Source: an optimization exercise on an open RTL-to-GDS flow (aim: small area, a short achievable clock period and few clock cycles per item). Production flows keep margins and buffers that such runs may drop. Function was checked by simulation only, so behaviour that the tests miss may differ from the original. Power and IR drop assume default switching activity.

exp/amber:
==> flow/design.v <==
module rdport8(
    input [127:0] rf,
    input [7:0] sel,
    output reg [15:0] q
    );
integer i;
always @(*) begin
    q = 16'd0;
    for (i = 0; i < 8; i = i + 1)
        q = q | (rf[16*i +: 16] & {16{sel[i]}});
end
endmodule
module rdport9(
    input [127:0] rf,
    input [7:0] sel,
    input [15:0] ext,
    input ext_sel,
    output reg [15:0] q
    );
integer i;
always @(*) begin
    q = ext & {16{ext_sel}};
    for (i = 0; i < 8; i = i + 1)
        q = q | (rf[16*i +: 16] & {16{sel[i]}});
end
endmodule
module addsub(
    input [15:0] a, b,
    input sub,
    output [15:0] s
    );
assign s = a + (b ^ {16{sub}}) + {15'd0, sub};
endmodule
module processor(
    input [15:0] DIN,
    input Resetn, Clock, Run,
    output reg Done,
    output [15:0] BusWires
    );
reg [127:0] rf;         
reg         pend;       
reg [2:0]   mvi_rx;     
wire [2:0] rx = DIN[12:10];
wire [2:0] ry = DIN[9:7];
wire is_mvi = ~DIN[14] & DIN[13];    
wire use_x  = ~pend & DIN[14];       
wire sub    = ~pend & DIN[13];       
reg [7:0] xsel, ysel;
integer i;
always @(*)
    for (i = 0; i < 8; i = i + 1) begin
        xsel[i] = use_x && rx == i;
        ysel[i] = !pend && ry == i;
    end
wire [15:0] X, Y;
rdport8 portx(.rf(rf), .sel(xsel), .q(X));
rdport9 porty(.rf(rf), .sel(ysel), .ext(DIN), .ext_sel(pend), .q(Y));
addsub alu(.a(X), .b(Y), .sub(sub), .s(BusWires));
always @(*)
    Done = Resetn & (pend | (Run & ~is_mvi));
wire [2:0] wa = pend ? mvi_rx : rx;
always @(posedge Clock) begin
    if (!pend) mvi_rx <= rx;
    pend <= Resetn & ~pend & Run & is_mvi;
    for (i = 0; i < 8; i = i + 1)
        if (Done && wa == i) rf[16*i +: 16] <= BusWires;
end
endmodule
==> flow/config.mk <==
export PLATFORM = sky130hd
export DESIGN_NAME = processor
export DESIGN_NICKNAME = processor
export VERILOG_FILES = /design/flow/design.v
export SDC_FILE = /design/flow/constraint.sdc
export NUM_CORES = 4
export LEC_CHECK = 0
export CAP_MARGIN = 20
export CORE_MARGIN = 2
export CORE_UTILIZATION = 40
export PLACE_DENSITY = 0.85
export SETUP_SLACK_MARGIN = 5
export SLEW_MARGIN = 20
export SYNTH_HIERARCHICAL = 1
==> flow/constraint.sdc <==
create_clock -name core_clock -period 10.0 [get_ports {Clock}]
set_input_delay 2.0000 -clock core_clock [delete_from_list [all_inputs] [get_ports {Clock}]]
set_output_delay 2.0000 -clock core_clock [all_outputs]
set_load 0.01 [all_outputs]
standard.sh (not shown) runs the stock make flow with config.mk's settings and CLKGATE_MAP_FILE= SYNTH_SCRIPT=/design/flow/synth_recipe.tcl, a recipe that flattens the netlist after the stock synthesis.
==> flow/flow/run.sh <==
#!/bin/bash
# Standard ORFS layout with these changes:
#  - port buffers are plain buffers (sky130_fd_sc_hd__buf_2), not delay buffers;
#  - clock tree from clkbuf_8 only, without dummy balancing loads;
#  - setup repair limited to the moves: unbuffer,sizeup,swap
set -euo pipefail
bash standard.sh \
  BUFFER_PORTS_ARGS="-buffer_cell sky130_fd_sc_hd__buf_2" \
  CTS_ARGS="-sink_clustering_enable -repair_clock_nets -dont_use_dummy_load -buf_list sky130_fd_sc_hd__clkbuf_8" \
  SETUP_MOVE_SEQUENCE="unbuffer,sizeup,swap" \
  finish > orfs_make.log 2>&1
exp/amber was carried through to the last stage, and its layout satisfied the timing, design-rule and antenna checks.
Testbench counts of exp/amber, summed over its fixed seeds: cycles 9,996, items 8,000.
> inputs changed (exp/amber -> exp/quartz)
Settings: SETUP_SLACK_MARGIN changed from 5 to 2; ABC_AREA newly set to 1; PLACE_DENSITY removed (was 0.85); CTS_BUF_LIST newly set to sky130_fd_sc_hd__clkbuf_4 sky130_fd_sc_hd__clkbuf_8.
==> flow/flow/run.sh <==
#!/bin/bash
# Standard ORFS layout, with the port buffers made from plain buffers
# (sky130_fd_sc_hd__buf_2) instead of the delay buffers buffer_ports picks.
set -euo pipefail
bash standard.sh BUFFER_PORTS_ARGS="-buffer_cell sky130_fd_sc_hd__buf_2" finish > orfs_make.log 2>&1
- On fraction of met3 tracks used by global routing, the higher figure sits with exp/amber, not exp/quartz.
- exp/quartz vs exp/amber: detail-routed via count per cell down by more than a quarter
- Looking at worst stage delay on the critical path across exp/amber and exp/quartz, the one that comes out higher is exp/amber.
- Looking at slowest cell on the critical path, the nor2_1 result is from exp/quartz; the nor3_4 one comes from exp/amber.
- Power: exp/quartz draws more than exp/amber
- What exp/amber reported for met3 layer wire length in the routed design has to be multiplied by 0.47 to get the figure for exp/quartz.
- On final clock skew, the lower figure sits with exp/quartz, not exp/amber.
## Diff of input files: exp/raven against exp/quartz
Settings: swapping 2 for 3.5 in SETUP_SLACK_MARGIN; clearing CTS_BUF_LIST, which used to be sky130_fd_sc_hd__clkbuf_4 sky130_fd_sc_hd__clkbuf_8; clearing ABC_AREA, which used to be 1.
==> flow/flow/run.sh <==
#!/bin/bash
# Standard ORFS layout with these changes:
#  - port buffers are plain buffers (sky130_fd_sc_hd__buf_2), not delay buffers;
#  - clock tree from clkbuf_8 only, without dummy balancing loads;
#  - setup repair limited to the moves: unbuffer,sizeup,swap
set -euo pipefail
bash standard.sh \
  BUFFER_PORTS_ARGS="-buffer_cell sky130_fd_sc_hd__buf_2" \
  CTS_ARGS="-sink_clustering_enable -repair_clock_nets -dont_use_dummy_load -buf_list sky130_fd_sc_hd__clkbuf_8" \
  SETUP_MOVE_SEQUENCE="unbuffer,sizeup,swap" \
  finish > orfs_make.log 2>&1
==> run notes <==
In the tables for exp/quartz and exp/raven, area growth from synthesis to final layout reads lower with exp/quartz. Delta (exp/raven minus exp/quartz): vertical extent of the die now sits lower; final worst-path cycle share dropped 1.2 points. Between exp/quartz and exp/raven, hold path depth is lower for exp/raven, exp/quartz comes in above that. Looking at final weighted congestion in routability-driven placement, exp/raven sits 0.081 higher than exp/quartz does. Count of plain and timing-repair buffers was lower in exp/quartz than in exp/raven. Relative to exp/quartz, the leakage power of exp/raven is lower by 33%. exp/raven has number of cell instances on the worst register-to-register path below what exp/quartz had. Summary of the comparison: placement-stage worst setup slack is lower in exp/raven, relative to exp/quartz. Across both runs, wire length reported by the detailed router was lower for exp/raven than for exp/quartz. Compared with exp/quartz, exp/raven shows minimum clock period lower by 120 ps.
Here is what was changed in the inputs of exp/sierra compared with exp/raven.
Settings: SETUP_SLACK_MARGIN changed from 3.5 to 5.
--- outcome ---
From exp/sierra to exp/raven, part of the Yosys area used for sequential elements did not move at all.
Side by side, path depth of the worst reg2reg path turned out lower in exp/sierra than in exp/raven.
On exp/sierra: combined area of the multi-input logic cells is 0.48% lower than what exp/raven gave.
exp/sierra vs exp/raven: global-route wire length before repair down
Summary of exp/sierra over exp/raven: clock skew after layout went up by 9.5 ps, buffering stage count on the worst path with inverters included climbed 1.
exp/sierra and exp/raven ended up with roughly the same post-route core utilization.
Per the comparison of exp/sierra with exp/raven, setup slack now larger; fmax now larger; area added between synthesis and finish comparable; overall fraction of global-route tracks in use now smaller.

port drivers added, routing unchanged:
No port has a modelled driver above. Below, the same layouts with a new extraction and two added sets of constraints. Step 1 sets driving cells, clkbuf_16 on the clock port and buf_2 on the other inputs (assumed; they add their load-dependent delay and slew). Step 2 moves the port delays by t, midway between the first and last clock arrival at a register: inputs arrive t later, outputs are due t later. That takes back most of the time a late clock gives input paths. a / b / c = ideal / step 1 / step 2; a / b = the first two.
run | t (ns) | setup WS [ns] | clock arrival spread, ns | pins driven straight from the clock port
exp/amber | 0.464 | 2.465 / 2.414 / 2.414 | 0.023 / 0.023 | 1
exp/quartz | 0.489 | 2.590 / 2.572 / 2.572 | 0.017 / 0.017 | 1
exp/raven | 0.480 | 2.707 / 2.632 / 2.632 | 0.024 / 0.024 | 1
exp/sierra | 0.481 | 2.897 / 2.848 / 2.848 | 0.034 / 0.034 | 1
After both steps setup and hold are still met in every run listed. The setup slack of exp/raven, which loses most, moves by -0.075 ns with the drivers and by -0.075 ns with both steps.
